This design comes from an exercise in tuning for small area on the open sky130 flow, not from production work.
Function was checked by simulation only, so behaviour that the tests miss may differ from the original.

<file path="flow/design.v">
module AudioADC(
input AUD_BCLK,
input rst,
input AUD_ADCLRCK,
input AUD_ADCDAT,
output reg [15:0] dataL,
output reg [15:0] dataR
);
localparam START = 2'd0, WAIT = 2'd1, BITS = 2'd2, DONE = 2'd3;
reg [1:0] s;
reg [4:0] count;
reg [31:0] shift;
reg doneD;
always @(posedge AUD_BCLK or negedge rst)
begin
	if (rst == 0)
		begin
			s <= START;
			count <= 5'd31;
		end
	else
		case (s)
			START: s <= WAIT;
			WAIT:  if (AUD_ADCLRCK) s <= BITS;
			BITS:
				begin
					count <= count - 5'd1;  
					if (count == 5'd0) s <= DONE;
				end
			DONE:  s <= WAIT;
		endcase
end
always @(posedge AUD_BCLK)
begin
	shift <= {shift[30:0], AUD_ADCDAT};
	doneD <= (s == DONE);
	if (s == DONE)
		dataL <= shift[31:16];
	if (doneD)
		dataR <= shift[16:1];
end
endmodule
module AudioDAC(
input AUD_BCLK,
input rst,
input AUD_DACLRCK,
input [15:0] half,
output load,
output reg loadLo,
output AUD_DACDAT
);
localparam START = 2'd0, WAIT = 2'd1, BITS = 2'd2, DONE = 2'd3;
reg [1:0] s;
reg [4:0] count;
reg [31:0] sr;
reg msb;
assign load = (s == WAIT) & AUD_DACLRCK;
always @(posedge AUD_BCLK or negedge rst)
begin
	if (rst == 0)
		begin
			s <= START;
			count <= 5'd31;
		end
	else
		case (s)
			START: s <= WAIT;
			WAIT:  if (AUD_DACLRCK) s <= BITS;
			BITS:
				begin
					count <= count - 5'd1;  
					if (count == 5'd0) s <= DONE;
				end
			DONE:  s <= WAIT;
		endcase
end
always @(posedge AUD_BCLK)
begin
	loadLo <= load;
	if (load)
		msb <= half[15];
	if (load)
		sr <= {half, sr[14:0], sr[31]};
	else if (loadLo)
		sr <= {sr[30:16], half, sr[31]};
	else
		sr <= {sr[30:0], sr[31]};
end
assign AUD_DACDAT = (s == BITS) ? sr[31] : msb;
endmodule
module FxCore(
input [143:0] x,
input [15:0] dflt,
input lpf,
input hpf,
input comb,
input mavg,
output [15:0] y
);
wire [15:0] u0 = {~x[15], x[14:0]};
wire [15:0] u1 = {~x[31], x[30:16]};
wire [15:0] u2 = {~x[47], x[46:32]};
wire [15:0] u3 = {~x[63], x[62:48]};
wire [15:0] u4 = {~x[79], x[78:64]};
wire [15:0] u5 = {~x[95], x[94:80]};
wire [15:0] u6 = {~x[111], x[110:96]};
wire [15:0] u7 = {~x[127], x[126:112]};
wire [15:0] u8 = {~x[143], x[142:128]};
wire ncomb = ~comb;
wire hs1;
wire hc2;
wire fs3;
wire fc4;
wire fs5;
wire fc6;
wire fs7;
wire fc8;
wire fs9;
wire fc10;
wire fs11;
wire fc12;
wire fs13;
wire fc14;
wire fs15;
wire fc16;
wire fs17;
wire fc18;
wire fs19;
wire fc20;
wire fs21;
wire fc22;
wire fs23;
wire fc24;
wire fs25;
wire fc26;
wire fs27;
wire fc28;
wire fs29;
wire fc30;
wire fs31;
wire fc32;
wire hs33;
wire hc34;
wire fs35;
wire fc36;
wire fs37;
wire fc38;
wire fs39;
wire fc40;
wire fs41;
wire fc42;
wire fs43;
wire fc44;
wire fs45;
wire fc46;
wire fs47;
wire fc48;
wire fs49;
wire fc50;
wire fs51;
wire fc52;
wire fs53;
wire fc54;
wire fs55;
wire fc56;
wire fs57;
wire fc58;
wire fs59;
wire fc60;
wire fs61;
wire fc62;
wire fs63;
wire fc64;
wire hs65;
wire hc66;
wire fs67;
wire fc68;
wire fs69;
wire fc70;
wire fs71;
wire fc72;
wire fs73;
wire fc74;
wire fs75;
wire fc76;
wire fs77;
wire fc78;
wire fs79;
wire fc80;
wire fs81;
wire fc82;
wire fs83;
wire fc84;
wire fs85;
wire fc86;
wire fs87;
wire fc88;
wire fs89;
wire fc90;
wire fs91;
wire fc92;
wire fs93;
wire fc94;
wire fs95;
wire fc96;
wire hs97;
wire hc98;
wire fs99;
wire fc100;
wire fs101;
wire fc102;
wire fs103;
wire fc104;
wire fs105;
wire fc106;
wire fs107;
wire fc108;
wire fs109;
wire fc110;
wire fs111;
wire fc112;
wire fs113;
wire fc114;
wire fs115;
wire fc116;
wire fs117;
wire fc118;
wire fs119;
wire fc120;
wire fs121;
wire fc122;
wire fs123;
wire fc124;
wire fs125;
wire fc126;
wire fs127;
wire fc128;
wire [17:0] oa;
wire [17:0] ob;
wire [17:0] ea;
wire [17:0] eb;
wire fs129;
wire fc130;
wire fs131;
wire fc132;
wire hs133;
wire hc134;
wire fs135;
wire fc136;
wire hs137;
wire hc138;
wire fs139;
wire fc140;
wire hs141;
wire hc142;
wire fs143;
wire fc144;
wire hs145;
wire hc146;
wire fs147;
wire fc148;
wire hs149;
wire hc150;
wire fs151;
wire fc152;
wire hs153;
wire hc154;
wire fs155;
wire fc156;
wire hs157;
wire hc158;
wire fs159;
wire fc160;
wire hs161;
wire hc162;
wire fs163;
wire fc164;
wire hs165;
wire hc166;
wire fs167;
wire fc168;
wire hs169;
wire hc170;
wire fs171;
wire fc172;
wire hs173;
wire hc174;
wire fs175;
wire fc176;
wire hs177;
wire hc178;
wire fs179;
wire fc180;
wire hs181;
wire hc182;
wire fs183;
wire fc184;
wire hs185;
wire hc186;
wire fs187;
wire fc188;
wire fs189;
wire fc190;
wire fs191;
wire fc192;
wire hs193;
wire hc194;
wire fs195;
wire fc196;
wire hs197;
wire hc198;
wire hs199;
wire hc200;
wire fs201;
wire fc202;
wire fs203;
wire fc204;
wire fs205;
wire fc206;
wire fs207;
wire fc208;
wire fs209;
wire fc210;
wire fs211;
wire fc212;
wire fs213;
wire fc214;
wire fs215;
wire fc216;
wire fs217;
wire fc218;
wire fs219;
wire fc220;
wire fs221;
wire fc222;
wire fs223;
wire fc224;
wire fs225;
wire fc226;
wire fs227;
wire fc228;
wire fs229;
wire fc230;
wire fs231;
wire fc232;
wire fs233;
wire fc234;
wire hs235;
wire hc236;
wire fs237;
wire fc238;
wire fs239;
wire fc240;
wire fs241;
wire fc242;
wire fs243;
wire fc244;
wire fs245;
wire fc246;
wire fs247;
wire fc248;
wire fs249;
wire fc250;
wire fs251;
wire fc252;
wire fs253;
wire fc254;
wire fs255;
wire fc256;
wire fs257;
wire fc258;
wire fs259;
wire fc260;
wire fs261;
wire fc262;
wire fs263;
wire fc264;
wire fs265;
wire fc266;
wire fs267;
wire fc268;
wire fs269;
wire fc270;
wire fs271;
wire fc272;
wire [19:0] sa;
wire [19:0] sb;
wire [15:0] p = comb ? u0 : (lpf | hpf | mavg) ? u4 : {~dflt[15], dflt[14:0]};
wire [17:0] qa = {18{lpf | mavg}} & oa;
wire [17:0] qb = {18{lpf | mavg}} & ob;
wire [17:0] ra = {{2{mavg}} & ea[17:16], ({16{mavg}} & ea[15:0]) | ({16{hpf}} & ~ea[15:0]) | ({16{comb}} & ~u8)};
wire [17:0] rb = {{2{mavg}} & eb[17:16], ({16{mavg}} & eb[15:0]) | ({16{hpf}} & ~eb[15:0])};
assign hs1 = u1[0] ^ u3[0];
assign hc2 = u1[0] & u3[0];
assign fs3 = u1[1] ^ u3[1] ^ u5[1];
assign fc4 = (u1[1] & u3[1]) | (u5[1] & (u1[1] ^ u3[1]));
assign fs5 = u1[2] ^ u3[2] ^ u5[2];
assign fc6 = (u1[2] & u3[2]) | (u5[2] & (u1[2] ^ u3[2]));
assign fs7 = u1[3] ^ u3[3] ^ u5[3];
assign fc8 = (u1[3] & u3[3]) | (u5[3] & (u1[3] ^ u3[3]));
assign fs9 = u1[4] ^ u3[4] ^ u5[4];
assign fc10 = (u1[4] & u3[4]) | (u5[4] & (u1[4] ^ u3[4]));
assign fs11 = u1[5] ^ u3[5] ^ u5[5];
assign fc12 = (u1[5] & u3[5]) | (u5[5] & (u1[5] ^ u3[5]));
assign fs13 = u1[6] ^ u3[6] ^ u5[6];
assign fc14 = (u1[6] & u3[6]) | (u5[6] & (u1[6] ^ u3[6]));
assign fs15 = u1[7] ^ u3[7] ^ u5[7];
assign fc16 = (u1[7] & u3[7]) | (u5[7] & (u1[7] ^ u3[7]));
assign fs17 = u1[8] ^ u3[8] ^ u5[8];
assign fc18 = (u1[8] & u3[8]) | (u5[8] & (u1[8] ^ u3[8]));
assign fs19 = u1[9] ^ u3[9] ^ u5[9];
assign fc20 = (u1[9] & u3[9]) | (u5[9] & (u1[9] ^ u3[9]));
assign fs21 = u1[10] ^ u3[10] ^ u5[10];
assign fc22 = (u1[10] & u3[10]) | (u5[10] & (u1[10] ^ u3[10]));
assign fs23 = u1[11] ^ u3[11] ^ u5[11];
assign fc24 = (u1[11] & u3[11]) | (u5[11] & (u1[11] ^ u3[11]));
assign fs25 = u1[12] ^ u3[12] ^ u5[12];
assign fc26 = (u1[12] & u3[12]) | (u5[12] & (u1[12] ^ u3[12]));
assign fs27 = u1[13] ^ u3[13] ^ u5[13];
assign fc28 = (u1[13] & u3[13]) | (u5[13] & (u1[13] ^ u3[13]));
assign fs29 = u1[14] ^ u3[14] ^ u5[14];
assign fc30 = (u1[14] & u3[14]) | (u5[14] & (u1[14] ^ u3[14]));
assign fs31 = u1[15] ^ u3[15] ^ u5[15];
assign fc32 = (u1[15] & u3[15]) | (u5[15] & (u1[15] ^ u3[15]));
assign hs33 = hs1 ^ u5[0];
assign hc34 = hs1 & u5[0];
assign fs35 = fs3 ^ u7[1] ^ hc2;
assign fc36 = (fs3 & u7[1]) | (hc2 & (fs3 ^ u7[1]));
assign fs37 = fs5 ^ u7[2] ^ fc4;
assign fc38 = (fs5 & u7[2]) | (fc4 & (fs5 ^ u7[2]));
assign fs39 = fs7 ^ u7[3] ^ fc6;
assign fc40 = (fs7 & u7[3]) | (fc6 & (fs7 ^ u7[3]));
assign fs41 = fs9 ^ u7[4] ^ fc8;
assign fc42 = (fs9 & u7[4]) | (fc8 & (fs9 ^ u7[4]));
assign fs43 = fs11 ^ u7[5] ^ fc10;
assign fc44 = (fs11 & u7[5]) | (fc10 & (fs11 ^ u7[5]));
assign fs45 = fs13 ^ u7[6] ^ fc12;
assign fc46 = (fs13 & u7[6]) | (fc12 & (fs13 ^ u7[6]));
assign fs47 = fs15 ^ u7[7] ^ fc14;
assign fc48 = (fs15 & u7[7]) | (fc14 & (fs15 ^ u7[7]));
assign fs49 = fs17 ^ u7[8] ^ fc16;
assign fc50 = (fs17 & u7[8]) | (fc16 & (fs17 ^ u7[8]));
assign fs51 = fs19 ^ u7[9] ^ fc18;
assign fc52 = (fs19 & u7[9]) | (fc18 & (fs19 ^ u7[9]));
assign fs53 = fs21 ^ u7[10] ^ fc20;
assign fc54 = (fs21 & u7[10]) | (fc20 & (fs21 ^ u7[10]));
assign fs55 = fs23 ^ u7[11] ^ fc22;
assign fc56 = (fs23 & u7[11]) | (fc22 & (fs23 ^ u7[11]));
assign fs57 = fs25 ^ u7[12] ^ fc24;
assign fc58 = (fs25 & u7[12]) | (fc24 & (fs25 ^ u7[12]));
assign fs59 = fs27 ^ u7[13] ^ fc26;
assign fc60 = (fs27 & u7[13]) | (fc26 & (fs27 ^ u7[13]));
assign fs61 = fs29 ^ u7[14] ^ fc28;
assign fc62 = (fs29 & u7[14]) | (fc28 & (fs29 ^ u7[14]));
assign fs63 = fs31 ^ u7[15] ^ fc30;
assign fc64 = (fs31 & u7[15]) | (fc30 & (fs31 ^ u7[15]));
assign hs65 = u0[0] ^ u2[0];
assign hc66 = u0[0] & u2[0];
assign fs67 = u0[1] ^ u2[1] ^ u6[1];
assign fc68 = (u0[1] & u2[1]) | (u6[1] & (u0[1] ^ u2[1]));
assign fs69 = u0[2] ^ u2[2] ^ u6[2];
assign fc70 = (u0[2] & u2[2]) | (u6[2] & (u0[2] ^ u2[2]));
assign fs71 = u0[3] ^ u2[3] ^ u6[3];
assign fc72 = (u0[3] & u2[3]) | (u6[3] & (u0[3] ^ u2[3]));
assign fs73 = u0[4] ^ u2[4] ^ u6[4];
assign fc74 = (u0[4] & u2[4]) | (u6[4] & (u0[4] ^ u2[4]));
assign fs75 = u0[5] ^ u2[5] ^ u6[5];
assign fc76 = (u0[5] & u2[5]) | (u6[5] & (u0[5] ^ u2[5]));
assign fs77 = u0[6] ^ u2[6] ^ u6[6];
assign fc78 = (u0[6] & u2[6]) | (u6[6] & (u0[6] ^ u2[6]));
assign fs79 = u0[7] ^ u2[7] ^ u6[7];
assign fc80 = (u0[7] & u2[7]) | (u6[7] & (u0[7] ^ u2[7]));
assign fs81 = u0[8] ^ u2[8] ^ u6[8];
assign fc82 = (u0[8] & u2[8]) | (u6[8] & (u0[8] ^ u2[8]));
assign fs83 = u0[9] ^ u2[9] ^ u6[9];
assign fc84 = (u0[9] & u2[9]) | (u6[9] & (u0[9] ^ u2[9]));
assign fs85 = u0[10] ^ u2[10] ^ u6[10];
assign fc86 = (u0[10] & u2[10]) | (u6[10] & (u0[10] ^ u2[10]));
assign fs87 = u0[11] ^ u2[11] ^ u6[11];
assign fc88 = (u0[11] & u2[11]) | (u6[11] & (u0[11] ^ u2[11]));
assign fs89 = u0[12] ^ u2[12] ^ u6[12];
assign fc90 = (u0[12] & u2[12]) | (u6[12] & (u0[12] ^ u2[12]));
assign fs91 = u0[13] ^ u2[13] ^ u6[13];
assign fc92 = (u0[13] & u2[13]) | (u6[13] & (u0[13] ^ u2[13]));
assign fs93 = u0[14] ^ u2[14] ^ u6[14];
assign fc94 = (u0[14] & u2[14]) | (u6[14] & (u0[14] ^ u2[14]));
assign fs95 = u0[15] ^ u2[15] ^ u6[15];
assign fc96 = (u0[15] & u2[15]) | (u6[15] & (u0[15] ^ u2[15]));
assign hs97 = hs65 ^ u6[0];
assign hc98 = hs65 & u6[0];
assign fs99 = fs67 ^ u8[1] ^ hc66;
assign fc100 = (fs67 & u8[1]) | (hc66 & (fs67 ^ u8[1]));
assign fs101 = fs69 ^ u8[2] ^ fc68;
assign fc102 = (fs69 & u8[2]) | (fc68 & (fs69 ^ u8[2]));
assign fs103 = fs71 ^ u8[3] ^ fc70;
assign fc104 = (fs71 & u8[3]) | (fc70 & (fs71 ^ u8[3]));
assign fs105 = fs73 ^ u8[4] ^ fc72;
assign fc106 = (fs73 & u8[4]) | (fc72 & (fs73 ^ u8[4]));
assign fs107 = fs75 ^ u8[5] ^ fc74;
assign fc108 = (fs75 & u8[5]) | (fc74 & (fs75 ^ u8[5]));
assign fs109 = fs77 ^ u8[6] ^ fc76;
assign fc110 = (fs77 & u8[6]) | (fc76 & (fs77 ^ u8[6]));
assign fs111 = fs79 ^ u8[7] ^ fc78;
assign fc112 = (fs79 & u8[7]) | (fc78 & (fs79 ^ u8[7]));
assign fs113 = fs81 ^ u8[8] ^ fc80;
assign fc114 = (fs81 & u8[8]) | (fc80 & (fs81 ^ u8[8]));
assign fs115 = fs83 ^ u8[9] ^ fc82;
assign fc116 = (fs83 & u8[9]) | (fc82 & (fs83 ^ u8[9]));
assign fs117 = fs85 ^ u8[10] ^ fc84;
assign fc118 = (fs85 & u8[10]) | (fc84 & (fs85 ^ u8[10]));
assign fs119 = fs87 ^ u8[11] ^ fc86;
assign fc120 = (fs87 & u8[11]) | (fc86 & (fs87 ^ u8[11]));
assign fs121 = fs89 ^ u8[12] ^ fc88;
assign fc122 = (fs89 & u8[12]) | (fc88 & (fs89 ^ u8[12]));
assign fs123 = fs91 ^ u8[13] ^ fc90;
assign fc124 = (fs91 & u8[13]) | (fc90 & (fs91 ^ u8[13]));
assign fs125 = fs93 ^ u8[14] ^ fc92;
assign fc126 = (fs93 & u8[14]) | (fc92 & (fs93 ^ u8[14]));
assign fs127 = fs95 ^ u8[15] ^ fc94;
assign fc128 = (fs95 & u8[15]) | (fc94 & (fs95 ^ u8[15]));
assign oa = {1'b0, fc32, fs63, fs61, fs59, fs57, fs55, fs53, fs51, fs49, fs47, fs45, fs43, fs41, fs39, fs37, fs35, hs33};
assign ob = {1'b0, fc64, fc62, fc60, fc58, fc56, fc54, fc52, fc50, fc48, fc46, fc44, fc42, fc40, fc38, fc36, hc34, u7[0]};
assign ea = {1'b0, fc96, fs127, fs125, fs123, fs121, fs119, fs117, fs115, fs113, fs111, fs109, fs107, fs105, fs103, fs101, fs99, hs97};
assign eb = {1'b0, fc128, fc126, fc124, fc122, fc120, fc118, fc116, fc114, fc112, fc110, fc108, fc106, fc104, fc102, fc100, hc98, u8[0]};
assign fs129 = p[0] ^ qa[0] ^ qb[0];
assign fc130 = (p[0] & qa[0]) | (qb[0] & (p[0] ^ qa[0]));
assign fs131 = p[1] ^ qa[1] ^ qb[1];
assign fc132 = (p[1] & qa[1]) | (qb[1] & (p[1] ^ qa[1]));
assign hs133 = ra[1] ^ rb[1];
assign hc134 = ra[1] & rb[1];
assign fs135 = p[2] ^ qa[2] ^ qb[2];
assign fc136 = (p[2] & qa[2]) | (qb[2] & (p[2] ^ qa[2]));
assign hs137 = ra[2] ^ rb[2];
assign hc138 = ra[2] & rb[2];
assign fs139 = p[3] ^ qa[3] ^ qb[3];
assign fc140 = (p[3] & qa[3]) | (qb[3] & (p[3] ^ qa[3]));
assign hs141 = ra[3] ^ rb[3];
assign hc142 = ra[3] & rb[3];
assign fs143 = p[4] ^ qa[4] ^ qb[4];
assign fc144 = (p[4] & qa[4]) | (qb[4] & (p[4] ^ qa[4]));
assign hs145 = ra[4] ^ rb[4];
assign hc146 = ra[4] & rb[4];
assign fs147 = p[5] ^ qa[5] ^ qb[5];
assign fc148 = (p[5] & qa[5]) | (qb[5] & (p[5] ^ qa[5]));
assign hs149 = ra[5] ^ rb[5];
assign hc150 = ra[5] & rb[5];
assign fs151 = p[6] ^ qa[6] ^ qb[6];
assign fc152 = (p[6] & qa[6]) | (qb[6] & (p[6] ^ qa[6]));
assign hs153 = ra[6] ^ rb[6];
assign hc154 = ra[6] & rb[6];
assign fs155 = p[7] ^ qa[7] ^ qb[7];
assign fc156 = (p[7] & qa[7]) | (qb[7] & (p[7] ^ qa[7]));
assign hs157 = ra[7] ^ rb[7];
assign hc158 = ra[7] & rb[7];
assign fs159 = p[8] ^ qa[8] ^ qb[8];
assign fc160 = (p[8] & qa[8]) | (qb[8] & (p[8] ^ qa[8]));
assign hs161 = ra[8] ^ rb[8];
assign hc162 = ra[8] & rb[8];
assign fs163 = p[9] ^ qa[9] ^ qb[9];
assign fc164 = (p[9] & qa[9]) | (qb[9] & (p[9] ^ qa[9]));
assign hs165 = ra[9] ^ rb[9];
assign hc166 = ra[9] & rb[9];
assign fs167 = p[10] ^ qa[10] ^ qb[10];
assign fc168 = (p[10] & qa[10]) | (qb[10] & (p[10] ^ qa[10]));
assign hs169 = ra[10] ^ rb[10];
assign hc170 = ra[10] & rb[10];
assign fs171 = p[11] ^ qa[11] ^ qb[11];
assign fc172 = (p[11] & qa[11]) | (qb[11] & (p[11] ^ qa[11]));
assign hs173 = ra[11] ^ rb[11];
assign hc174 = ra[11] & rb[11];
assign fs175 = p[12] ^ qa[12] ^ qb[12];
assign fc176 = (p[12] & qa[12]) | (qb[12] & (p[12] ^ qa[12]));
assign hs177 = ra[12] ^ rb[12];
assign hc178 = ra[12] & rb[12];
assign fs179 = p[13] ^ qa[13] ^ qb[13];
assign fc180 = (p[13] & qa[13]) | (qb[13] & (p[13] ^ qa[13]));
assign hs181 = ra[13] ^ rb[13];
assign hc182 = ra[13] & rb[13];
assign fs183 = p[14] ^ qa[14] ^ qb[14];
assign fc184 = (p[14] & qa[14]) | (qb[14] & (p[14] ^ qa[14]));
assign hs185 = ra[14] ^ rb[14];
assign hc186 = ra[14] & rb[14];
assign fs187 = p[15] ^ qa[15] ^ qb[15];
assign fc188 = (p[15] & qa[15]) | (qb[15] & (p[15] ^ qa[15]));
assign fs189 = ra[15] ^ rb[15] ^ ncomb;
assign fc190 = (ra[15] & rb[15]) | (ncomb & (ra[15] ^ rb[15]));
assign fs191 = qa[16] ^ qb[16] ^ ra[16];
assign fc192 = (qa[16] & qb[16]) | (ra[16] & (qa[16] ^ qb[16]));
assign hs193 = rb[16] ^ 1'b1;
assign hc194 = rb[16] & 1'b1;
assign fs195 = qa[17] ^ qb[17] ^ ra[17];
assign fc196 = (qa[17] & qb[17]) | (ra[17] & (qa[17] ^ qb[17]));
assign hs197 = rb[17] ^ 1'b1;
assign hc198 = rb[17] & 1'b1;
assign hs199 = fs129 ^ ra[0];
assign hc200 = fs129 & ra[0];
assign fs201 = fs131 ^ hs133 ^ hpf;
assign fc202 = (fs131 & hs133) | (hpf & (fs131 ^ hs133));
assign fs203 = fs135 ^ hs137 ^ fc132;
assign fc204 = (fs135 & hs137) | (fc132 & (fs135 ^ hs137));
assign fs205 = fs139 ^ hs141 ^ fc136;
assign fc206 = (fs139 & hs141) | (fc136 & (fs139 ^ hs141));
assign fs207 = fs143 ^ hs145 ^ fc140;
assign fc208 = (fs143 & hs145) | (fc140 & (fs143 ^ hs145));
assign fs209 = fs147 ^ hs149 ^ fc144;
assign fc210 = (fs147 & hs149) | (fc144 & (fs147 ^ hs149));
assign fs211 = fs151 ^ hs153 ^ fc148;
assign fc212 = (fs151 & hs153) | (fc148 & (fs151 ^ hs153));
assign fs213 = fs155 ^ hs157 ^ fc152;
assign fc214 = (fs155 & hs157) | (fc152 & (fs155 ^ hs157));
assign fs215 = fs159 ^ hs161 ^ fc156;
assign fc216 = (fs159 & hs161) | (fc156 & (fs159 ^ hs161));
assign fs217 = fs163 ^ hs165 ^ fc160;
assign fc218 = (fs163 & hs165) | (fc160 & (fs163 ^ hs165));
assign fs219 = fs167 ^ hs169 ^ fc164;
assign fc220 = (fs167 & hs169) | (fc164 & (fs167 ^ hs169));
assign fs221 = fs171 ^ hs173 ^ fc168;
assign fc222 = (fs171 & hs173) | (fc168 & (fs171 ^ hs173));
assign fs223 = fs175 ^ hs177 ^ fc172;
assign fc224 = (fs175 & hs177) | (fc172 & (fs175 ^ hs177));
assign fs225 = fs179 ^ hs181 ^ fc176;
assign fc226 = (fs179 & hs181) | (fc176 & (fs179 ^ hs181));
assign fs227 = fs183 ^ hs185 ^ fc180;
assign fc228 = (fs183 & hs185) | (fc180 & (fs183 ^ hs185));
assign fs229 = fs187 ^ fs189 ^ fc184;
assign fc230 = (fs187 & fs189) | (fc184 & (fs187 ^ fs189));
assign fs231 = fs191 ^ hs193 ^ fc188;
assign fc232 = (fs191 & hs193) | (fc188 & (fs191 ^ hs193));
assign fs233 = fs195 ^ hs197 ^ fc192;
assign fc234 = (fs195 & hs197) | (fc192 & (fs195 ^ hs197));
assign hs235 = hs199 ^ rb[0];
assign hc236 = hs199 & rb[0];
assign fs237 = fs201 ^ fc130 ^ hc200;
assign fc238 = (fs201 & fc130) | (hc200 & (fs201 ^ fc130));
assign fs239 = fs203 ^ hc134 ^ fc202;
assign fc240 = (fs203 & hc134) | (fc202 & (fs203 ^ hc134));
assign fs241 = fs205 ^ hc138 ^ fc204;
assign fc242 = (fs205 & hc138) | (fc204 & (fs205 ^ hc138));
assign fs243 = fs207 ^ hc142 ^ fc206;
assign fc244 = (fs207 & hc142) | (fc206 & (fs207 ^ hc142));
assign fs245 = fs209 ^ hc146 ^ fc208;
assign fc246 = (fs209 & hc146) | (fc208 & (fs209 ^ hc146));
assign fs247 = fs211 ^ hc150 ^ fc210;
assign fc248 = (fs211 & hc150) | (fc210 & (fs211 ^ hc150));
assign fs249 = fs213 ^ hc154 ^ fc212;
assign fc250 = (fs213 & hc154) | (fc212 & (fs213 ^ hc154));
assign fs251 = fs215 ^ hc158 ^ fc214;
assign fc252 = (fs215 & hc158) | (fc214 & (fs215 ^ hc158));
assign fs253 = fs217 ^ hc162 ^ fc216;
assign fc254 = (fs217 & hc162) | (fc216 & (fs217 ^ hc162));
assign fs255 = fs219 ^ hc166 ^ fc218;
assign fc256 = (fs219 & hc166) | (fc218 & (fs219 ^ hc166));
assign fs257 = fs221 ^ hc170 ^ fc220;
assign fc258 = (fs221 & hc170) | (fc220 & (fs221 ^ hc170));
assign fs259 = fs223 ^ hc174 ^ fc222;
assign fc260 = (fs223 & hc174) | (fc222 & (fs223 ^ hc174));
assign fs261 = fs225 ^ hc178 ^ fc224;
assign fc262 = (fs225 & hc178) | (fc224 & (fs225 ^ hc178));
assign fs263 = fs227 ^ hc182 ^ fc226;
assign fc264 = (fs227 & hc182) | (fc226 & (fs227 ^ hc182));
assign fs265 = fs229 ^ hc186 ^ fc228;
assign fc266 = (fs229 & hc186) | (fc228 & (fs229 ^ hc186));
assign fs267 = fs231 ^ fc190 ^ fc230;
assign fc268 = (fs231 & fc190) | (fc230 & (fs231 ^ fc190));
assign fs269 = fs233 ^ hc194 ^ fc232;
assign fc270 = (fs233 & hc194) | (fc232 & (fs233 ^ hc194));
assign fs271 = fc196 ^ hc198 ^ fc234;
assign fc272 = (fc196 & hc198) | (fc234 & (fc196 ^ hc198));
assign sa = {1'b1, fs271, fs269, fs267, fs265, fs263, fs261, fs259, fs257, fs255, fs253, fs251, fs249, fs247, fs245, fs243, fs241, fs239, fs237, hs235};
assign sb = {fc272, fc270, fc268, fc266, fc264, fc262, fc260, fc258, fc256, fc254, fc252, fc250, fc248, fc246, fc244, fc242, fc240, fc238, hc236, comb};
wire [20:0] cc;    
wire [19:0] s0;    
wire [19:0] s;
assign cc[0] = 1'b0;
assign cc[7] = 1'b0;
assign cc[13] = 1'b0;
genvar gi;
generate for (gi = 0; gi < 20; gi = gi + 1) begin : rca
	assign s0[gi] = sa[gi] ^ sb[gi] ^ cc[gi];
	if (gi != 6 && gi != 12)
		assign cc[gi+1] = (sa[gi] & sb[gi]) | (cc[gi] & (sa[gi] ^ sb[gi]));
end endgenerate
assign s[6:0] = s0[6:0];
wire cin7 = (sa[6] & sb[6]) | (cc[6] & (sa[6] ^ sb[6]));
wire [13:7] ones7;   
assign ones7[7] = 1'b1;
generate for (gi = 7; gi < 13; gi = gi + 1) begin : inc7
	assign ones7[gi+1] = ones7[gi] & s0[gi];
	assign s[gi] = s0[gi] ^ (cin7 & ones7[gi]);
end endgenerate
wire cout13 = (sa[12] & sb[12]) | (cc[12] & (sa[12] ^ sb[12]));
wire cin13 = cout13 | (cin7 & ones7[13]);
wire [20:13] ones13;   
assign ones13[13] = 1'b1;
generate for (gi = 13; gi < 20; gi = gi + 1) begin : inc13
	assign ones13[gi+1] = ones13[gi] & s0[gi];
	assign s[gi] = s0[gi] ^ (cin13 & ones13[gi]);
end endgenerate
wire negfrac = s[19] & (s[2:0] != 3'd0);
wire [16:0] aones;   
wire [15:0] avg;
assign aones[0] = 1'b1;
genvar ai;
generate for (ai = 0; ai < 16; ai = ai + 1) begin : div
	assign aones[ai+1] = aones[ai] & s[ai+3];
	assign avg[ai] = s[ai+3] ^ (negfrac & aones[ai]);
end endgenerate
assign y = mavg ? avg : s[15:0];
endmodule
module AudioEffects(
input AUD_BCLK,
input rst,
input sw1,
input sw2,
input sw3,
input sw4,
input sw5,
input AUD_ADCDAT,
input AUD_ADCLRCK,
input AUD_DACLRCK,
output AUD_DACDAT
);
wire [15:0] adcL, adcR;
wire dacLoad;
wire phase;         
wire dacBit;
AudioADC myADC(
.AUD_BCLK(AUD_BCLK),
.rst(rst),
.AUD_ADCLRCK(AUD_ADCLRCK),
.AUD_ADCDAT(AUD_ADCDAT),
.dataL(adcL),
.dataR(adcR)
);
reg [143:0] lineL;
reg [143:0] lineR;
reg shiftR;
always @(posedge AUD_BCLK)
begin
	shiftR <= AUD_DACLRCK;
	if (AUD_DACLRCK == 1)
		lineL <= {lineL[127:0], adcL};
	if (shiftR == 1)
		lineR <= {lineR[127:0], adcR};
end
reg [3:0] selD;
always @(posedge AUD_BCLK)
	selD <= {sw5, sw4, sw3, sw2};
wire [3:0] sel = phase ? selD : {sw5, sw4, sw3, sw2};
wire [143:0] x = phase ? lineR : lineL;
wire [15:0] dflt = phase ? adcR : adcL;
wire [15:0] half;
FxCore core(.x(x), .dflt(dflt),
	.lpf(sel == 4'b1000), .hpf(sel == 4'b0100), .comb(sel == 4'b0010), .mavg(sel == 4'b0001),
	.y(half));
AudioDAC myDAC(
.AUD_BCLK(AUD_BCLK),
.rst(rst),
.AUD_DACLRCK(AUD_DACLRCK),
.half(half),
.load(dacLoad),
.loadLo(phase),
.AUD_DACDAT(dacBit)
);
assign AUD_DACDAT = sw1 & dacBit;
endmodule
</file>
<file path="flow/flow/run.sh">
#!/bin/bash
# Standard layout with two changes: clock tree without dummy loads, and
# ports buffered with buf_1 cells.  Each tool's output is in orfs/logs;
# standard.sh's own output goes to standard.log.
set -e
cp standard.sh standard_sh.log
export CTS_ARGS="-sink_clustering_enable -repair_clock_nets -sink_clustering_size 30 -sink_clustering_max_diameter 110 -buf_list sky130_fd_sc_hd__clkbuf_16 -dont_use_dummy_load"
export BUFFER_PORTS_ARGS="-buffer_cell sky130_fd_sc_hd__buf_1"
bash standard.sh > standard.log 2>&1
</file>
<file path="flow/standard.sh">
#!/bin/bash
# synth_recipe.tcl (not shown) runs the flow's synth.tcl, then flattens the netlist and writes it again
# the make line also repeats each setting of config.mk as NAME=value (left out here)
make -C /OpenROAD-flow-scripts/flow DESIGN_CONFIG=/design/flow/config.mk WORK_HOME=/design/flow/orfs CLKGATE_MAP_FILE= SYNTH_SCRIPT=/design/flow/synth_recipe.tcl "${@:-finish}"
</file>
<file path="flow/config.mk">
export PLATFORM = sky130hd
export DESIGN_NAME = AudioEffects
export DESIGN_NICKNAME = AudioEffects
export VERILOG_FILES = /design/flow/design.v
export SDC_FILE = /design/flow/constraint.sdc
export NUM_CORES = 4
export LEC_CHECK = 0
export ABC_AREA = 1
export CAP_MARGIN = 5
export CORE_MARGIN = 2
export CORE_UTILIZATION = 40
export CTS_BUF_LIST = sky130_fd_sc_hd__clkbuf_16
export CTS_CLUSTER_DIAMETER = 110
export CTS_CLUSTER_SIZE = 30
export SLEW_MARGIN = 5
</file>
<file path="flow/constraint.sdc">
create_clock -name core_clock -period 10.0 [get_ports {AUD_BCLK}]
set_input_delay 2.0000 -clock core_clock [delete_from_list [all_inputs] [get_ports {AUD_BCLK}]]
set_output_delay 2.0000 -clock core_clock [all_outputs]
set_load 0.01 [all_outputs]
</file>
==> impl_metrics.env, run 1 <==
export IMPL_worstMarginPinSlew_ns=1.048
export IMPL_synth_top_area_share_pct=51.42
export IMPL_synthDistinctLibCells=40
export IMPL_crit_start="sw4"
export IMPL_die_area_mm2=0.04861
export IMPL_cts_tree="done"
export IMPL_grt_pass1_wl_um=58530
export IMPL_skew_ns=0.03390
export IMPL_end_kind="flip-flop"
export IMPL_syn_nets=1597
export IMPL_ioPinCount=11
export IMPL_nNetsFinal=1594
export IMPL_clock_path_buffers=3
export IMPL_die_w_um=220.5
export IMPL_cts_root_buf="clkbuf_16"
export IMPL_status="no timing/DRC/antenna violations"
export IMPL_ctsHoldBuffers=0
export IMPL_synthFlopType="edfxtp_1"
export IMPL_clk_pin_slew_ns=0.12
export IMPL_worstSetupPathType="input port to flip-flop"
export IMPL_reg2reg_from="myDAC.loadLo"
export IMPL_setup_viol=0
export IMPL_setup_ws_ns=1.351
export IMPL_start_util_pct=40.44
export IMPL_maxCapViolations=0
export IMPL_dr_pass1_iters=7
export IMPL_routabilityCongestion=0.8573
export IMPL_hpwl_um=25360
export IMPL_drc_errors=0
export IMPL_max_freq_mhz=115.6
export IMPL_final_core_util_pct=42.91
export IMPL_cts_htree_levels=1
export IMPL_via_per_inst=4.982
export IMPL_fill_cells=4238
export IMPL_ctsResizeCount=0
export IMPL_place_port_buffers=10
export IMPL_grt_overflow=0
export IMPL_syn_area_per_cell_um2=13.15
export IMPL_area_growth_syn_to_layout_pct=6.121
export IMPL_start_kind="input port"
export IMPL_slew_viol_final=0
export IMPL_yosysMostFrequentCell="edfxtp_1"
export IMPL_wire_per_inst_um=17.95
export IMPL_crit_path_frequent_cell="fa_1"
export IMPL_worst_path_stages=35
export IMPL_yosysSeqAreaShare_pct=60.94
export IMPL_antenna_cells=0
export IMPL_tns_ns=0
export IMPL_cts_buffers_inserted=17
export IMPL_postSynthCellCount=1425
export IMPL_min_period_ns=8.649
export IMPL_r2r_cells=36
export IMPL_die_h_um=220.5
export IMPL_antenna_found_initial=1
export IMPL_timing_rr_end="myDAC.sr[16]"
export IMPL_yosysTopAreaCell="edfxtp_1"
export IMPL_globalRouteTotalUtil_pct=15.52
export IMPL_critical_path_arrival_ns=9.11
export IMPL_grt_max_degree=75
export IMPL_fin_crit_sh_pct=86.49
export IMPL_clkSinkCount=406
export IMPL_first_global_vias=10450
export IMPL_critical_path_endpoint="myDAC.sr[16]"
export IMPL_rrSetupSlack_ns=1.46
export IMPL_synth_seq_cells=406
export IMPL_clk_latency_ns=0.55
export IMPL_core_area_mm2=0.04636
export IMPL_hold_violations=0
export IMPL_cpPeakStageDelay_ns=0.54
export IMPL_ys_top_cells_by_count="321 x edfxtp_1, 287 x nand2_1, 132 x inv_1, 127 x fa_1, 99 x mux2i_1"
export IMPL_synthArstFlopShare_pct=3.448
export IMPL_drt_iter0_markers=890
export IMPL_synth_edff_count=321
export IMPL_regArea_mm2=0.01143
export IMPL_cp_data_required_time_ns=10.46
export IMPL_slew_headroom_pct=30.15
export IMPL_dp_slack_ns=0.7753
export IMPL_cp_max_fo=12
export IMPL_core_rowCount=79
export IMPL_crit_slowest_cell="fa_1"
export IMPL_cp_num_buf_inv=5
export IMPL_routed_wl_um=36380
export IMPL_cts_setup_buffers=0
export IMPL_rsz0062_at_grt="false"
export IMPL_multi_input_area_mm2=0.006564
export IMPL_worst_path_dominant_cell_family="adder cells"
export IMPL_synth_area_mm2=0.01875
export IMPL_ant_nets=0
export IMPL_via_count=10100
export IMPL_synth_area_leaders="edfxtp_1 51%, fa_1 14%, dfxtp_1 7.6%"
export IMPL_drive_gt1_share_pct=5.493
export IMPL_yosys_warnings=3
export IMPL_worstHoldPathType="flip-flop to flip-flop"
## cells in the final DEF, fill, tap and decap left out, drive strengths merged, types with 35 or more instances in the layout
master    n
nor2     67
nand2   291
ha       35
edfxtp  321
nand3    70
dfxtp    71
fa      127
o21ai    69
mux2i    99
inv     140
## through the flow
step | hold slack, ns | cell area [µm²] | std cells
after floorplan | 0.3096 | 18750 | 1425
after global placement | 0.3137 | 19470 | 2010
after detailed placement | 0.3286 | 19470 | 2010
after CTS | 0.3516 | 19890 | 2027
after global routing | 0.3545 | 19890 | 2027
final | 0.3451 | 19890 | 2027
## cells by family (layout without fill, tap and decap cells)
family                     count (synthesis)  after routing  share of synthesized area, %
AOI/OAI and AO/OA                        109            109                         3.311
xor gates and xnor gates                  13             13                        0.6074
adders and majority gates                162            162                         15.90
buffers and inverters                    191            186                         4.045
DFF                                      406            406                         60.94
muxes                                     99             99                         5.286
and+or+nand+nor                          445            445                         9.912
## final cells by class
type                            instances  area share, %
Sequential cell                       406          57.46
Multi-Input combinational cell        828          33.00
Inverter                              143          2.711
Clock buffer                           17          2.139
Tap cell                              607          3.818
Timing Repair Buffer                   26         0.8743
## worst register-to-register path, delay by kind of cell (launching register included)
kind,cells,cell delay [ns]
flip-flops,1,0.77
adder cells (fa/ha/maj),10,3.99
AND/OR/NAND/NOR,18,2.31
XOR/XNOR,1,0.16
AO/OA/AOI/OAI,2,0.29
buffers and inverters,5,0.93
## routing by layer
metal / up-vias / wire length, µm / GRT usage, %
met5: - / 0 / 0
met4: 0 / 454 / 2.394
met3: 28 / 1612 / 1.993
met2: 187 / 17180 / 25.34
met1: 5104 / 17130 / 22.69
li1: 4779 / - / -
## how the worst min path moves through the flow
stage,depth (start not counted),slack [ns],to,startpoint
3_3_place_gp,0,0.31,myADC.shift[1],myADC.shift[0]
2_1_floorplan,0,0.31,myADC.shift[1],myADC.shift[0]
3_5_place_dp,0,0.33,myADC.shift[1],myADC.shift[0]
4_1_cts,0,0.35,myADC.shift[19],myADC.shift[18]
5_1_grt,0,0.35,myADC.shift[1],myADC.shift[0]
6_report,0,0.35,myADC.shift[1],myADC.shift[0]
## flip-flops by register name (all words and copies together) (netlist names), 4 cells and up
signal       cells
lineL          144
lineR          144
myADC.shift     32
myDAC.sr        32
myADC.dataL     16
myADC.dataR     16
myADC.count      5
myDAC.count      5
selD             4
==> inputs of run 2 (changes only) <==
==> flow/flow/run.sh (replaced) <==
#!/bin/bash
# Own layout flow: the standard flow (standard.sh) with three changes.
#  - Synthesis is synth_recipe.tcl unchanged except that its ABC call (the
#    mapping of the logic between the registers to cells, after the
#    registers are mapped) uses the area-oriented script abc_amap.script.
#  - The clock tree is built without dummy loads, from clusters of up to
#    24 sinks.
#  - The ports are buffered with buf_1 cells.
# standard.sh's output goes to standard.log, each ORFS step's to orfs/logs.
set -euo pipefail
here=$(pwd)
{
  echo 'proc abc {args} {'
  echo '  set i [lsearch $args -script]'
  echo "  if {\$i >= 0} { lset args [expr {\$i + 1}] $here/flow/abc_amap.script }"
  echo '  yosys abc {*}$args'
  echo '}'
  cat synth_recipe.tcl
} > flow/area_synth.tcl
grep -q 'SYNTH_SCRIPT=' standard.sh
sed "s#SYNTH_SCRIPT=[^ ]*#SYNTH_SCRIPT=$here/flow/area_synth.tcl#" standard.sh > flow/standard_area.sh
export CTS_ARGS="-sink_clustering_enable -repair_clock_nets -sink_clustering_size 24 -sink_clustering_max_diameter 100 -buf_list sky130_fd_sc_hd__clkbuf_16 -dont_use_dummy_load"
export BUFFER_PORTS_ARGS="-buffer_cell sky130_fd_sc_hd__buf_1"
bash flow/standard_area.sh > standard.log 2>&1
==> flow/flow/abc_amap.script (new file) <==
strash
dch
amap
topo
--- a/flow/config.mk
+++ b/flow/config.mk
@@ -6,10 +6,10 @@
 export NUM_CORES = 4
 export LEC_CHECK = 0
 export ABC_AREA = 1
-export CAP_MARGIN = 5
+export CAP_MARGIN = 20
 export CORE_MARGIN = 2
 export CORE_UTILIZATION = 40
 export CTS_BUF_LIST = sky130_fd_sc_hd__clkbuf_16
-export CTS_CLUSTER_DIAMETER = 110
-export CTS_CLUSTER_SIZE = 30
-export SLEW_MARGIN = 5
+export CTS_CLUSTER_DIAMETER = 100
+export CTS_CLUSTER_SIZE = 24
+export SLEW_MARGIN = 20
==> impl_metrics.env, run 2 <==
export IMPL_worstHoldPathType="flip-flop to flip-flop"
export IMPL_postSynthCellCount=1116
export IMPL_worstSetupPathType="input port to flip-flop"
export IMPL_slew_viol_final=0
export IMPL_synth_area_leaders="edfxtp_1 55%, fa_1 14%, dfxtp_1 8.1%"
export IMPL_synth_area_mm2=0.01761
export IMPL_reg2reg_from="myDAC.loadLo"
export IMPL_worstMarginPinSlew_ns=1.005
export IMPL_routed_wl_um=35600
export IMPL_max_freq_mhz=105.9
export IMPL_final_cell_mix="321 x edfxtp_1, 120 x fa_1, 114 x o22ai_1"
export IMPL_critical_path_endpoint="myDAC.sr[16]"
export IMPL_yosysTopAreaCell="edfxtp_1"
export IMPL_ctsHoldBuffers=0
export IMPL_antenna_cells=0
export IMPL_crit_start="sw2"
export IMPL_clock_path_buffers=3
export IMPL_final_common_cell="edfxtp_1"
export IMPL_antenna_found_initial=0
export IMPL_drive_gt1_share_pct=9.883
export IMPL_clk_latency_ns=0.54
export IMPL_setup_viol=0
export IMPL_syn_nets=1288
export IMPL_critical_path_arrival_ns=9.88
export IMPL_min_period_ns=9.444
export IMPL_crit_path_frequent_cell="fa_1"
export IMPL_ant_nets=0
export IMPL_status="no timing/DRC/antenna violations"
export IMPL_cts_root_buf="clkbuf_16"
export IMPL_end_kind="flip-flop"
export IMPL_die_h_um=213.8
export IMPL_clk_pin_slew_ns=0.09
export IMPL_timing_rr_end="myDAC.sr[16]"
export IMPL_place_port_buffers=10
export IMPL_via_per_inst=5.437
export IMPL_skew_ns=0.02227
export IMPL_synthArstFlopShare_pct=3.448
export IMPL_cpPeakStageDelay_ns=0.54
export IMPL_hold_violations=0
export IMPL_yosysMostFrequentCell="edfxtp_1"
export IMPL_synth_seq_cells=406
export IMPL_yosysSeqAreaShare_pct=64.88
export IMPL_synthDistinctLibCells=36
export IMPL_core_area_mm2=0.04327
export IMPL_cp_max_fo=13
export IMPL_hpwl_um=23880
export IMPL_via_count=9672
export IMPL_area_growth_syn_to_layout_pct=10.74
export IMPL_nNetsFinal=1368
export IMPL_maxCapViolations=0
export IMPL_cts_buffers_inserted=20
export IMPL_ioPinCount=11
export IMPL_globalRouteTotalUtil_pct=16.00
export IMPL_synth_top_area_share_pct=54.75
export IMPL_postLayoutCellArea_mm2=0.01950
export IMPL_cts_htree_levels=1
export IMPL_drc_errors=0
export IMPL_core_rowCount=76
export IMPL_drt_iter0_markers=845
export IMPL_r2r_cells=28
export IMPL_syn_area_per_cell_um2=15.78
export IMPL_start_kind="input port"
export IMPL_cts_tree="done"
export IMPL_ys_top_cells_by_count="321 x edfxtp_1, 127 x fa_1, 119 x o22ai_1, 102 x clkinv_1, 71 x dfxtp_1"
export IMPL_clkSinkCount=406
export IMPL_slew_headroom_pct=32.76
export IMPL_crit_slowest_cell="fa_1"
export IMPL_grt_max_degree=80
export IMPL_placed_area_mm2=0.01890
export IMPL_synthFlopType="edfxtp_1"
export IMPL_grt_pass1_wl_um=57020
export IMPL_die_w_um=213.8
export IMPL_start_util_pct=40.69
export IMPL_routabilityCongestion=0.7878
export IMPL_dr_pass1_iters=7
export IMPL_synth_edff_count=321
export IMPL_fin_crit_sh_pct=94.44
export IMPL_yosys_warnings=3
export IMPL_wire_per_inst_um=20.01
export IMPL_cp_data_required_time_ns=10.44
export IMPL_first_global_vias=10170
export IMPL_grt_overflow=0
export IMPL_hold_ws_ns=0.3336
export IMPL_top_regs="lineL x144, lineR x144"
export IMPL_die_area_mm2=0.04571
export IMPL_rrSetupSlack_ns=0.71
[run 2: how the worst min path moves through the flow]
stage,slack [ns],cells past startpoint,from,to
2_1_floorplan,0.31,0,myADC.shift[0],myADC.shift[1]
3_3_place_gp,0.31,0,myADC.shift[0],myADC.shift[1]
3_5_place_dp,0.32,0,myADC.shift[0],myADC.shift[1]
4_1_cts,0.34,0,myADC.shift[0],myADC.shift[1]
5_1_grt,0.34,0,myADC.shift[0],myADC.shift[1]
6_report,0.33,0,myADC.shift[0],myADC.shift[1]
[run 2: final cells by class]
type | count | area (µm²)
well taps | 585 | 732.0
flip-flops and latches | 406 | 11430
inverters | 102 | 420.4
multi-input cells | 609 | 5979
repair buffers | 57 | 435.4
clock buffers | 20 | 500.5
fillers | 3784 | 23770
[run 2: critical path: cells and delay by family]
family                     cells  cell delay, ns
adders and majority gates      9            3.51
and+or+nand+nor                9            2.48
AOI/OAI and AO/OA              8            1.21
buffers and inverters          7            0.65
[run 2: timing repair]
action / CTS / global route
gates resized for setup: 0 / 7
setup buffers: 0 / 8
setup endpoints to repair: 0 / 8
[run 2: logic make-up (layout without fill, tap and decap cells)]
logic type	Yosys count	in the layout	share of synthesized area [%]
DFF	406	406	64.88
AOI/OAI and AO/OA	313	313	12.46
buffers and inverters	102	179	2.175
adders and majority gates	162	162	16.93
xor gates and xnor gates	1	1	0.04975
and+or+nand+nor	132	133	3.511
[run 2: through the flow]
stage	cells	worst slack (ns)	util [%]	setup TNS, ns
after floorplan	1116	-1.067	-	-22.87
after global placement	1750	0.05170	43.67	0
after detailed placement	1750	-0.07776	43.67	-0.1474
after CTS	1770	0.4937	44.83	0
after global routing	1779	-0.0007478	45.07	-0.0007478
final	1779	0.5564	45.07	0
[run 2: layer usage]
| layer | global-route usage (%) | part of all wire, % |
|---|---|---|
| met5 | 0 | 0 |
| met2 | 25.32 | 47 |
| met3 | 1.963 | 3.3 |
| met1 | 24.08 | 48 |
| met4 | 2.850 | 1.6 |
==> inputs of run 3 (changes only) <==
==> flow/flow/area_synth.tcl (new file) <==
proc abc {args} {
  set i [lsearch $args -script]
  if {$i >= 0} { lset args [expr {$i + 1}] /design/flow/flow/abc_amap.script }
  yosys abc {*}$args
}
proc synth {args} { yosys synth -nofsm -noshare {*}$args }
source $::env(SCRIPTS_DIR)/synth.tcl
# left out here: clear keep_hierarchy, flatten, clean up, hide names made inside functions, write 1_2_yosys.v
==> flow/flow/standard_area.sh (new file) <==
#!/bin/bash
# The standard flow's own layout of this design, on the ORFS make targets given (by default finish). After
# finish it leaves the final layout's DEF at /design/flow/out/final.def.
set -euo pipefail
make -C /OpenROAD-flow-scripts/flow DESIGN_CONFIG=/design/flow/config.mk WORK_HOME=/design/flow/orfs CLKGATE_MAP_FILE= SYNTH_SCRIPT=/design/flow/flow/area_synth.tcl ABC_AREA=1 CAP_MARGIN=20 CORE_MARGIN=2 CORE_UTILIZATION=40 CTS_BUF_LIST=sky130_fd_sc_hd__clkbuf_16 CTS_CLUSTER_DIAMETER=100 CTS_CLUSTER_SIZE=24 SLEW_MARGIN=20 "${@:-finish}"
if [[ -f /design/flow/orfs/results/sky130hd/AudioEffects/base/6_final.odb ]]; then
  : # left out here: write the final layout as DEF
fi
==> impl_metrics.env, run 3 <==
export IMPL_status="no timing/DRC/antenna violations"
export IMPL_area_growth_syn_to_layout_pct=10.74
export IMPL_cts_tree="done"
export IMPL_clkSinkCount=406
export IMPL_hold_violations=0
export IMPL_setup_viol=0
export IMPL_clk_pin_slew_ns=0.09
export IMPL_worstSetupPathType="input port to flip-flop"
export IMPL_crit_slowest_cell="fa_1"
export IMPL_yosysMostFrequentCell="edfxtp_1"
export IMPL_routabilityCongestion=0.7878
export IMPL_antenna_cells=0
export IMPL_syn_nets=1288
export IMPL_yosys_warnings=3
export IMPL_grt_max_degree=80
export IMPL_top_regs="lineL x144, lineR x144"
export IMPL_max_freq_mhz=105.9
export IMPL_clock_path_buffers=3
export IMPL_die_w_um=213.8
export IMPL_cts_root_buf="clkbuf_16"
export IMPL_via_per_inst=5.437
export IMPL_syn_area_per_cell_um2=15.78
export IMPL_worstMarginPinSlew_ns=1.005
export IMPL_synth_top_family_by_area="adder cells"
export IMPL_hpwl_um=23880
export IMPL_synthFlopType="edfxtp_1"
export IMPL_yosys_area_share_simple_pct=3.511
export IMPL_synth_area_mux_share_pct=0
export IMPL_globalRouteTotalUtil_pct=16.00
export IMPL_synth_edff_count=321
export IMPL_final_common_cell="edfxtp_1"
export IMPL_drive_gt1_share_pct=9.883
export IMPL_drt_iter0_markers=845
export IMPL_start_kind="input port"
export IMPL_synth_area_mm2=0.01761
export IMPL_synthArstFlopShare_pct=3.448
export IMPL_end_kind="flip-flop"
export IMPL_ys_top_cells_by_count="321 x edfxtp_1, 127 x fa_1, 119 x o22ai_1, 102 x clkinv_1, 71 x dfxtp_1"
export IMPL_setup_ws_ns=0.5564
export IMPL_cp_data_required_time_ns=10.44
export IMPL_drc_errors=0
export IMPL_dr_pass1_iters=7
export IMPL_core_area_mm2=0.04327
export IMPL_fin_crit_sh_pct=94.44
export IMPL_yosysSeqAreaShare_pct=64.88
export IMPL_worstHoldPathType="flip-flop to flip-flop"
export IMPL_crit_path_frequent_cell="fa_1"
export IMPL_synth_compound_area_share_pct=12.46
export IMPL_synth_area_leaders="edfxtp_1 55%, fa_1 14%, dfxtp_1 8.1%"
export IMPL_clk_latency_ns=0.54
export IMPL_critical_path_arrival_ns=9.88
export IMPL_slew_headroom_pct=32.76
export IMPL_final_cell_mix="321 x edfxtp_1, 120 x fa_1, 114 x o22ai_1"
export IMPL_cts_buffers_inserted=20
export IMPL_cpPeakStageDelay_ns=0.54
export IMPL_placed_cells=1750
export IMPL_wire_per_inst_um=20.01
export IMPL_min_period_ns=9.444
export IMPL_place_port_buffers=10
export IMPL_die_area_mm2=0.04571
export IMPL_hold_ws_ns=0.3336
export IMPL_nNetsFinal=1368
export IMPL_grt_pass1_wl_um=57020
export IMPL_cp_max_fo=13
export IMPL_postSynthCellCount=1116
export IMPL_ant_nets=0
export IMPL_synthDistinctLibCells=36
export IMPL_synth_seq_cells=406
export IMPL_dp_slack_ns=-0.07776
export IMPL_maxCapViolations=0
export IMPL_start_util_pct=40.69
export IMPL_synth_xor_area_share_pct=0.04974
export IMPL_via_count=9672
export IMPL_synthAdderAreaFrac_pct=16.93
export IMPL_synth_top_area_share_pct=54.75
export IMPL_first_global_vias=10170
export IMPL_grt_overflow=0
export IMPL_slew_viol_final=0
export IMPL_cts_htree_levels=1
export IMPL_ioPinCount=11
export IMPL_antenna_found_initial=0
export IMPL_skew_ns=0.02227
export IMPL_routed_wl_um=35600
export IMPL_yosysTopAreaCell="edfxtp_1"
export IMPL_die_h_um=213.8
export IMPL_stdcell_count=1779
export IMPL_core_rowCount=76
export IMPL_fill_cells=3784
==> run 3: stage by stage <==
stage	setup TNS (ns)	cell area (µm²)	utilization, %
finish	0	19500	45.07
global placement	0	18900	43.67
floorplan	-22.87	17780	-
CTS	0	19400	44.83
detailed placement	-0.1474	18900	43.67
global route	-0.0007478	19500	45.07
==> run 3: layout make-up <==
type	instances	area (µm²)	area share [%]
Sequential cell	406	11430	58.62
Multi-Input combinational cell	609	5979	30.67
Tap cell	585	732.0	3.754
Clock buffer	20	500.5	2.567
Timing Repair Buffer	57	435.4	2.233
Inverter	102	420.4	2.156
==> run 3: repair_timing <==
| action | CTS | global route |
|---|---|---|
| gates resized for setup | 0 | 7 |
| buffers inserted | 0 | 8 |
| hold buffers | 0 | 0 |
| endpoints found under the setup margin | 0 | 8 |
==> run 3: logic make-up (layout without fill, tap and decap cells) <==
| family | count (synthesis) | in the layout |
|---|---|---|
| AND/OR/NAND/NOR | 132 | 133 |
| XOR/XNOR | 1 | 1 |
| buffers and inverters | 102 | 179 |
| flip-flops | 406 | 406 |
| adder cells (fa/ha/maj) | 162 | 162 |
| AO/OA/AOI/OAI | 313 | 313 |
==> run 3: final timing paths <==
| check | start | to | slack, ns | cells past startpoint |
|---|---|---|---|---|
| setup / recovery | sw2 | myDAC.sr[16] | 0.56 | 33 |
| hold / removal | myADC.shift[0] | myADC.shift[1] | 0.33 | 0 |
| setup reg to reg | myDAC.loadLo | myDAC.sr[16] | 0.71 | 28 |
| hold reg to reg | myADC.shift[0] | myADC.shift[1] | 0.33 | 0 |
| max in group asynchronous | rst | myDAC.s[1] | 8.03 | 1 |
| min in group asynchronous | rst | myADC.s[0] | 1.50 | 1 |
==> run 3: metal layers <==
| layer | routed length, µm | up-vias | track usage (%) |
|---|---|---|---|
| met5 | 0 | - | 0 |
| met4 | 558 | 0 | 2.850 |
| met3 | 1158 | 36 | 1.963 |
| met2 | 16780 | 165 | 25.32 |
| met1 | 17110 | 5029 | 24.08 |
| li1 | - | 4442 | - |
==> run 3: worst max-delay path, delay by kind of cell <==
kind,cells,cell delay [ns]
adders and majority gates,9,3.51
and+or+nand+nor,9,2.48
AOI/OAI and AO/OA,8,1.21
buffers and inverters,7,0.65
==> inputs of run 4 (changes only) <==
==> flow/flow/standard_area.sh (replaced) <==
#!/bin/bash
# The standard flow's own layout of this design, on the ORFS make targets given (by default finish). After
# finish it leaves the final layout's DEF at /design/flow/out/final.def.
set -euo pipefail
make -C /OpenROAD-flow-scripts/flow DESIGN_CONFIG=/design/flow/config.mk WORK_HOME=/design/flow/orfs CLKGATE_MAP_FILE= SYNTH_SCRIPT=/design/flow/flow/area_synth.tcl ABC_AREA=1 CAP_MARGIN=20 CORE_MARGIN=2 CORE_UTILIZATION=40 CTS_BUF_LIST=sky130_fd_sc_hd__clkbuf_16 CTS_CLUSTER_DIAMETER=100 CTS_CLUSTER_SIZE=24 GPL_TIMING_DRIVEN=0 SLEW_MARGIN=20 "${@:-finish}"
if [[ -f /design/flow/orfs/results/sky130hd/AudioEffects/base/6_final.odb ]]; then
  : # left out here: write the final layout as DEF
fi
--- a/flow/config.mk
+++ b/flow/config.mk
@@ -12,4 +12,5 @@
 export CTS_BUF_LIST = sky130_fd_sc_hd__clkbuf_16
 export CTS_CLUSTER_DIAMETER = 100
 export CTS_CLUSTER_SIZE = 24
+export GPL_TIMING_DRIVEN = 0
 export SLEW_MARGIN = 20
==> impl_metrics.env, run 4 <==
export IMPL_status="no timing/DRC/antenna violations"
export IMPL_yosysMostFrequentCell="edfxtp_1"
export IMPL_area_growth_syn_to_layout_pct=12.75
export IMPL_ant_nets=0
export IMPL_postLayoutCellArea_mm2=0.01985
export IMPL_die_w_um=213.8
export IMPL_first_global_vias=9970
export IMPL_synth_area_mm2=0.01761
export IMPL_hpwl_um=22130
export IMPL_max_freq_mhz=102.3
export IMPL_synthArstFlopShare_pct=3.448
export IMPL_synth_area_leaders="edfxtp_1 55%, fa_1 14%, dfxtp_1 8.1%"
export IMPL_hold_violations=0
export IMPL_wire_per_inst_um=20.39
export IMPL_ys_top_cells_by_count="321 x edfxtp_1, 127 x fa_1, 119 x o22ai_1, 102 x clkinv_1, 71 x dfxtp_1"
export IMPL_via_per_inst=5.435
export IMPL_clkSinkCount=406
export IMPL_drt_iter0_markers=684
export IMPL_rsz0062_at_grt="true"
export IMPL_yosysSeqAreaShare_pct=64.88
export IMPL_drive_gt1_share_pct=11.64
export IMPL_grt_overflow=0
export IMPL_fin_crit_sh_pct=97.74
export IMPL_synth_seq_cells=406
export IMPL_antenna_found_initial=0
export IMPL_ctsHoldBuffers=0
export IMPL_core_rowCount=76
export IMPL_die_area_mm2=0.04571
export IMPL_dp_slack_ns=-1.545
export IMPL_cp_num_buf_inv=9
export IMPL_routed_wl_um=36270
export IMPL_fill_cells=3774
export IMPL_cts_tree="done"
export IMPL_min_period_ns=9.774
export IMPL_setup_ws_ns=0.2256
export IMPL_antenna_cells=0
export IMPL_worstSetupPathType="input port to flip-flop"
export IMPL_place_port_buffers=10
export IMPL_critical_path_arrival_ns=10.18
export IMPL_clock_path_buffers=3
export IMPL_yosysTopAreaCell="edfxtp_1"
export IMPL_tns_ns=0
export IMPL_final_common_cell="edfxtp_1"
export IMPL_placed_area_mm2=0.01887
export IMPL_via_count=9669
export IMPL_slew_headroom_pct=32.58
export IMPL_setup_viol=0
export IMPL_syn_nets=1288
export IMPL_die_h_um=213.8
export IMPL_synthDistinctLibCells=36
export IMPL_worstHoldPathType="flip-flop to flip-flop"
export IMPL_grt_max_degree=154
export IMPL_multi_input_area_mm2=0.006087
export IMPL_postSynthCellCount=1116
export IMPL_start_util_pct=40.69
export IMPL_synth_top_area_share_pct=54.75
export IMPL_cts_htree_levels=1
export IMPL_final_cell_mix="321 x edfxtp_1, 118 x fa_1, 113 x o22ai_1"
export IMPL_core_area_mm2=0.04327
export IMPL_globalRouteTotalUtil_pct=15.72
export IMPL_crit_path_frequent_cell="fa_2"
export IMPL_slew_viol_final=0
export IMPL_end_kind="flip-flop"
export IMPL_yosys_warnings=3
export IMPL_dr_pass1_iters=4
export IMPL_nNetsFinal=1368
export IMPL_skew_ns=0.02092
export IMPL_final_core_util_pct=45.88
export IMPL_synthFlopType="edfxtp_1"
export IMPL_clk_latency_ns=0.55
export IMPL_top_regs="lineL x144, lineR x144"
export IMPL_cts_buffers_inserted=20
export IMPL_worst_path_dominant_cell_family="adder cells"
export IMPL_crit_slowest_cell="or4_4"
export IMPL_regArea_mm2=0.01143
export IMPL_syn_area_per_cell_um2=15.78
export IMPL_routabilityCongestion=0.7331
export IMPL_ioPinCount=11
export IMPL_grt_pass1_wl_um=56240
export IMPL_clk_pin_slew_ns=0.10
export IMPL_cp_data_required_time_ns=10.41
export IMPL_synth_edff_count=321
export IMPL_cp_max_fo=6
export IMPL_cpPeakStageDelay_ns=0.58
export IMPL_maxCapViolations=0
export IMPL_worstMarginPinSlew_ns=1.008
export IMPL_cts_root_buf="clkbuf_16"
export IMPL_start_kind="input port"
export IMPL_drc_errors=0
==> run 4: cell counts after synthesis <==
No cell type changed its count.
==> run 4: worst paths after layout <==
check / slack [ns] / cells past startpoint / end / from
hold / removal: 0.35 / 0 / myADC.shift[21] / myADC.shift[20]
hold reg to reg: 0.35 / 0 / myADC.shift[21] / myADC.shift[20]
max in group asynchronous: 8.03 / 1 / myDAC.s[0] / rst
setup / recovery: 0.23 / 37 / myDAC.sr[16] / sw2
min in group asynchronous: 1.49 / 1 / myADC.s[0] / rst
setup reg to reg: 0.41 / 29 / myDAC.sr[16] / myDAC.loadLo
==> run 4: worst reg2reg max path: cells and delay by family (launching register included) <==
kind | cells | cell delay, ns
compound gates | 5 | 0.78
fa+ha+maj | 12 | 4.80
buf+inv | 4 | 0.80
flops | 1 | 0.60
simple gates | 8 | 2.50
==> run 4: what timing repair did <==
action | 4_1_cts | 5_1_grt
endpoints found under the setup margin | 32 | 29
pin swaps | 2 | 16
gates cloned | 1 | 5
gates resized for setup | 10 | 23
buffers inserted | 6 | 21
==> run 4: through the flow <==
| step | cells | hold slack (ns) |
|---|---|---|
| 2_1_floorplan | 1116 | 0.3096 |
| 3_3_place_gp | 1711 | 0.3308 |
| 3_5_place_dp | 1726 | 0.3341 |
| 4_1_cts | 1753 | 0.3511 |
| 5_1_grt | 1779 | 0.3607 |
| 6_report | 1779 | 0.3498 |
==> run 4: cell families (layout without fill, tap and decap cells) <==
group	Yosys count	after routing	share of synthesized area, %
AOI/OAI and AO/OA	313	313	12.46
xor gates and xnor gates	1	1	0.04975
adders and majority gates	162	162	16.93
buffers and inverters	102	178	2.175
DFF	406	406	64.88
and+or+nand+nor	132	134	3.511
==> run 4: final cells by class <==
type	count	share of cell area, %
flip-flops and latches	406	57.59
inverters	102	2.301
well taps	585	3.687
clock buffers	20	2.521
multi-input cells	610	30.66
repair inverters	3	0.1702
repair buffers	53	3.069
==> run 4: metal layers <==
layer  routed length, µm  up-vias  track usage, %
li1                    -     4446               -
met1               17500     5025           23.90
met2               16840      173           24.78
met3                1506       25           2.065
met4                 423        0           2.227
met5                   0        -               0

-- what the ideal ports hide --
Ports are ideal in the flow. The routed layouts listed here were re-timed in OpenROAD.
Step 1 (the two cells are an assumption about what drives the block):
set clk [get_ports {AUD_BCLK}]
set_driving_cell -lib_cell sky130_fd_sc_hd__clkbuf_16 $clk
set_driving_cell -lib_cell sky130_fd_sc_hd__buf_2 [delete_from_list [all_inputs] $clk]
Step 2 times the ports against the registers' clock, not the clock port: input delays grow and output delays shrink by t, the midpoint of the rising clock arrivals with the driver on.
a / b / c = ideal / step 1 / step 2; a / b = the first two.
run	t (ns)	setup WS [ns]	worst hold slack (ns)	worst setup path after step 2	worst register clock-pin slew, ns
run 1	0.586	1.351 / 1.378 / 0.792	0.345 / 0.345 / 0.345	input to register	0.12 / 0.12
run 2	0.581	0.556 / 0.585 / 0.004	0.334 / 0.334 / 0.334	input to register	0.10 / 0.10
run 3	0.581	0.556 / 0.585 / 0.004	0.334 / 0.334 / 0.334	input to register	0.10 / 0.10
run 4	0.588	0.226 / 0.257 / -0.331	0.350 / 0.350 / 0.350	input to register	0.10 / 0.10
With both steps, setup timing fails in run 4, where it was met with ideal ports. The setup slack of run 1, which loses most, moves by +0.027 ns with the drivers and by -0.559 ns with both steps.
